Source: an optimization exercise on an open RTL-to-GDS flow (aim: small area, a short achievable clock period and few clock cycles per item). Production flows keep margins and buffers that such runs may drop. At most, simulation tests tie the RTL to the original design; equivalence was not proved. Power and IR drop assume default switching activity.

## oak
Design bit_population_counter, start of the top module:
module bit_population_counter #(
  parameter WIDTH = 128,
  parameter SLICE = 6
)(
  input                               clk_i,
  input                               srst_i,
  input        [(WIDTH-1):0]          data_i,
  input                               data_val_i,
  output logic [$clog2(WIDTH):0]      data_o,
  output logic                        data_val_o
);
Size: ~140 flip-flops, roughly 140 I/O pins, ~0.0053 sq mm of cells after synthesis.
clock: 2.5 ns
lec_check: 0
cap_margin: 20
core_margin: 2
core_utilization: 40
setup_slack_margin: 1.15
slew_margin: 20
synth_hierarchical: 1
synth_minimum_keep_size: 0
standard.sh (not shown) runs the stock make flow with config.mk's settings and CLKGATE_MAP_FILE= SYNTH_SCRIPT=/design/flow/synth_recipe.tcl, a recipe that flattens the netlist after the stock synthesis.
==> flow/flow/run.sh <==
#!/bin/bash
# The standard layout (bash standard.sh), with the smallest buffer,
# sky130_fd_sc_hd__buf_1, on every input and output port (the resizer may
# still upsize it where timing needs), and clock tree synthesis without
# dummy loads. Each tool's output goes to its own log.
set -o pipefail
export BUFFER_PORTS_ARGS="-buffer_cell sky130_fd_sc_hd__buf_1"
export CTS_ARGS="-sink_clustering_enable -repair_clock_nets -dont_use_dummy_load -buf_list sky130_fd_sc_hd__clkbuf_8"
bash standard.sh > standard.log 2>&1
oak did not stop at any stage, and its layout met the timing, design-rule and antenna checks.
[inputs] pine vs oak
--- a/flow/design.v
+++ b/flow/design.v
@@ -382,26 +382,18 @@
   logic r4_c242;
   logic r5_r4_r3_s203;
   logic r5_r4_s231;
   logic r5_r4_s235;
   logic r5_s243;
   logic r5_s247;
   logic r5_c248;
   logic r5_s249;
   logic r5_c250;
-  logic r6_r5_r4_r3_s203;
-  logic r6_r5_r4_s231;
-  logic r6_r5_r4_s235;
-  logic r6_r5_s243;
-  logic r6_r5_s247;
-  logic r6_s251;
-  logic r6_s253;
-  logic r6_c254;
   pc_fa u_s1 ( .a(data_i[0]), .b(data_i[100]), .c(data_i[101]), .s(s1), .co(c2) );
   pc_fa u_s3 ( .a(data_i[102]), .b(data_i[103]), .c(data_i[104]), .s(s3), .co(c4) );
   pc_fa u_s5 ( .a(data_i[105]), .b(data_i[106]), .c(data_i[107]), .s(s5), .co(c6) );
   pc_fa u_s7 ( .a(data_i[108]), .b(data_i[109]), .c(data_i[10]), .s(s7), .co(c8) );
   pc_fa u_s9 ( .a(data_i[110]), .b(data_i[111]), .c(data_i[112]), .s(s9), .co(c10) );
   pc_fa u_s11 ( .a(data_i[113]), .b(data_i[114]), .c(data_i[115]), .s(s11), .co(c12) );
   pc_fa u_s13 ( .a(data_i[116]), .b(data_i[117]), .c(data_i[118]), .s(s13), .co(c14) );
   pc_fa u_s15 ( .a(data_i[119]), .b(data_i[11]), .c(data_i[120]), .s(s15), .co(c16) );
   pc_fa u_s17 ( .a(data_i[121]), .b(data_i[122]), .c(data_i[123]), .s(s17), .co(c18) );
@@ -650,29 +642,18 @@
       r5_r4_s231 <= r4_s231;
       r5_r4_s235 <= r4_s235;
       r5_s243 <= s243;
       r5_s247 <= s247;
       r5_c248 <= c248;
       r5_s249 <= s249;
       r5_c250 <= c250;
     end
   always_ff @( posedge clk_i )
-    begin
-      r6_r5_r4_r3_s203 <= r5_r4_r3_s203;
-      r6_r5_r4_s231 <= r5_r4_s231;
-      r6_r5_r4_s235 <= r5_r4_s235;
-      r6_r5_s243 <= r5_s243;
-      r6_r5_s247 <= r5_s247;
-      r6_s251 <= s251;
-      r6_s253 <= s253;
-      r6_c254 <= c254;
-    end
-  always_ff @( posedge clk_i )
-    data_o <= {r6_c254, r6_s253, r6_s251, r6_r5_s247, r6_r5_s243, r6_r5_r4_s235, r6_r5_r4_s231, r6_r5_r4_r3_s203};
-  logic [6:0] valid_delay;
-  assign data_val_o = valid_delay[6];
+    data_o <= {c254, s253, s251, r5_s247, r5_s243, r5_r4_s235, r5_r4_s231, r5_r4_r3_s203};
+  logic [5:0] valid_delay;
+  assign data_val_o = valid_delay[5];
   always_ff @( posedge clk_i )
     if( srst_i )
       valid_delay <= '0;
     else
-      valid_delay <= {valid_delay[5:0], data_val_i};
+      valid_delay <= {valid_delay[4:0], data_val_i};
 endmodule
### Flow results
Mean area per synthesized cell: oak vs pine — no meaningful difference. Total area of sequential cells on pine is down relative to oak. Count of placed standard cells in the final layout, fillers left out delta for pine relative to oak: about 2.3% lower. Looking at share of post-route cells with drive strength above 1, pine sits 3.1 points above oak. Weighted congestion at the end of routability-driven global placement ended up 0.033 lower on pine than on oak. In the tables for pine and oak, non-clock buffer contribution to total cell area reads higher with pine. Going from oak to pine, utilization now sits higher, worst path setup slack after routing now sits lower, detailed-route wire length per cell now sits lower, fraction of area in clock buffers and inverters now sits at about the same level, area of all placed cells without fillers now sits lower. Of pine and oak, pine shows the higher signed area change from the synthesized netlist to the final layout, with oak below it. Changes observed in pine relative to oak: die area lower; worst hold slack after final layout higher.
Testbench counts of pine, summed over its fixed seeds: cycles 8,048, items 8,000.
Only the layout flow was run in oak; the RTL was not checked for function there.


the previous run:
Another version of the RTL of bit_population_counter (not shown whole).
For scale: about 210 cells after synthesis, ~140 I/O pins, ~4000 um2 of cells after synthesis.
## bit_population_counter
module bit_population_counter #(
  parameter WIDTH = 128,
  parameter SLICE = 6
)(
  input                               clk_i,
  input                               srst_i,
  input        [(WIDTH-1):0]          data_i,
  input                               data_val_i,
  output logic [$clog2(WIDTH):0]      data_o,
  output logic                        data_val_o
);
  logic s1;
  logic c2;
  logic s3;
  logic c4;
  logic s5;
  logic c6;
  logic s7;
  logic c8;
  logic s9;
  logic c10;
  logic s11;
  logic c12;
  logic s13;
  logic c14;
  logic s15;
  logic c16;
  logic s17;
  logic c18;
  logic s19;
  logic c20;
  logic s21;
  logic c22;
  logic s23;
  logic c24;
  logic s25;
  logic c26;
  logic s27;
  logic c28;
  logic s29;
  logic c30;
  logic s31;
  logic c32;
  logic s33;
  logic c34;
  logic s35;
  logic c36;
  logic s37;
  logic c38;
  logic s39;
  logic c40;
  logic s41;
  logic c42;
  logic s43;
  logic c44;
  logic s45;
  logic c46;
  logic s47;
  logic c48;
  logic s49;
  logic c50;
  logic s51;
  logic c52;
  logic s53;
  logic c54;
  logic s55;
  logic c56;
  ...
==> flow/config.mk <==
export PLATFORM = sky130hd
export DESIGN_NAME = bit_population_counter
export DESIGN_NICKNAME = bit_population_counter
export VERILOG_FILES = /design/flow/design.v
export SDC_FILE = /design/flow/constraint.sdc
export NUM_CORES = 4
export LEC_CHECK = 0
export CAP_MARGIN = 20
export CORE_MARGIN = 2
export CORE_UTILIZATION = 40
export SETUP_SLACK_MARGIN = 0.6
export SLEW_MARGIN = 20
export SYNTH_HIERARCHICAL = 1
export SYNTH_MINIMUM_KEEP_SIZE = 0
==> flow/constraint.sdc <==
create_clock -name core_clock -period 2.5 [get_ports {clk_i}]
set_input_delay 0.5000 -clock core_clock [delete_from_list [all_inputs] [get_ports {clk_i}]]
set_output_delay 0.5000 -clock core_clock [all_outputs]
set_load 0.01 [all_outputs]
Scripts as last shown in full above: flow/flow/run.sh
> inputs changed (the previous run -> the current run)
--- a/flow/design.v
+++ b/flow/design.v
@@ -331,12 +331,20 @@
   logic r3_s241;
   logic r3_c242;
   logic r3_s245;
   logic r3_r2_c230;
   logic r3_c244;
   logic r3_c246;
+  logic r4_r3_r2_s181;
+  logic r4_r3_s231;
+  logic r4_r3_s235;
+  logic r4_r3_s241;
+  logic r4_s247;
+  logic r4_s251;
+  logic r4_s253;
+  logic r4_c254;
   pc_fa u_s1 ( .a(data_i[0]), .b(data_i[100]), .c(data_i[101]), .s(s1), .co(c2) );
   pc_fa u_s3 ( .a(data_i[102]), .b(data_i[103]), .c(data_i[104]), .s(s3), .co(c4) );
   pc_fa u_s5 ( .a(data_i[105]), .b(data_i[106]), .c(data_i[107]), .s(s5), .co(c6) );
   pc_fa u_s7 ( .a(data_i[108]), .b(data_i[109]), .c(data_i[10]), .s(s7), .co(c8) );
   pc_fa u_s9 ( .a(data_i[110]), .b(data_i[111]), .c(data_i[112]), .s(s9), .co(c10) );
   pc_fa u_s11 ( .a(data_i[113]), .b(data_i[114]), .c(data_i[115]), .s(s11), .co(c12) );
@@ -531,15 +539,26 @@
       r3_s245 <= s245;
       r3_r2_c230 <= r2_c230;
       r3_c244 <= c244;
       r3_c246 <= c246;
     end
   always_ff @( posedge clk_i )
-    data_o <= {c254, s253, s251, s247, r3_s241, r3_s235, r3_s231, r3_r2_s181};
-  logic [3:0] valid_delay;
-  assign data_val_o = valid_delay[3];
+    begin
+      r4_r3_r2_s181 <= r3_r2_s181;
+      r4_r3_s231 <= r3_s231;
+      r4_r3_s235 <= r3_s235;
+      r4_r3_s241 <= r3_s241;
+      r4_s247 <= s247;
+      r4_s251 <= s251;
+      r4_s253 <= s253;
+      r4_c254 <= c254;
+    end
+  always_ff @( posedge clk_i )
+    data_o <= {r4_c254, r4_s253, r4_s251, r4_s247, r4_r3_s241, r4_r3_s235, r4_r3_s231, r4_r3_r2_s181};
+  logic [4:0] valid_delay;
+  assign data_val_o = valid_delay[4];
   always_ff @( posedge clk_i )
     if( srst_i )
       valid_delay <= '0;
     else
-      valid_delay <= {valid_delay[2:0], data_val_i};
+      valid_delay <= {valid_delay[3:0], data_val_i};
 endmodule
[summary]
- The current run against the previous run: fraction of standard cell area in multi-input logic moved down; overall power after layout moved up; net switching power figure has increased; sequential cell count climbed about 12%; final routed wirelength across all metal layers shows no meaningful change.
- For the wire length of the first global-routing pass, the current run came in 0.62% higher than the previous run did.
- The previous run reports its critical path launch point as r1_c158 while the current run reports r1_c166.
No run of this note included a check of the RTL's function; only the layout flow was run.

[separate check: timing with driven ports]
No port has a modelled driver above. Below, the same layouts with a new extraction and two added sets of constraints.
Step 1 (the two cells are an assumption about what drives the block):
set clk [get_ports {clk_i}]
set_driving_cell -lib_cell sky130_fd_sc_hd__clkbuf_16 $clk
set_driving_cell -lib_cell sky130_fd_sc_hd__buf_2 [delete_from_list [all_inputs] $clk]
Step 2, shift: input delay + t, output delay - t, t = (earliest + latest rising clock arrival at the registers) / 2. This alone moves slack from input paths to output paths.
Slacks: no drivers / after step 1 / after step 2; pairs: no drivers / after step 1.
| run | t, ns | setup WS [ns] | worst register clock-pin slew, ns | pins driven straight from the clock port |
|---|---|---|---|---|
| oak | 0.448 | 1.027 / 1.027 / 0.749 | 0.08 / 0.08 | 1 |
| pine | 0.438 | 0.997 / 0.997 / 0.746 | 0.07 / 0.07 | 1 |
| the previous run | 0.362 | 0.552 / 0.552 / 0.236 | 0.07 / 0.07 | 1 |
| the current run | 0.363 | 0.571 / 0.571 / 0.245 | 0.07 / 0.07 | 1 |
After both steps every run listed still meets setup and hold. The setup slack of the current run, which loses most, moves by 0.000 ns with the drivers and by -0.326 ns with both steps.
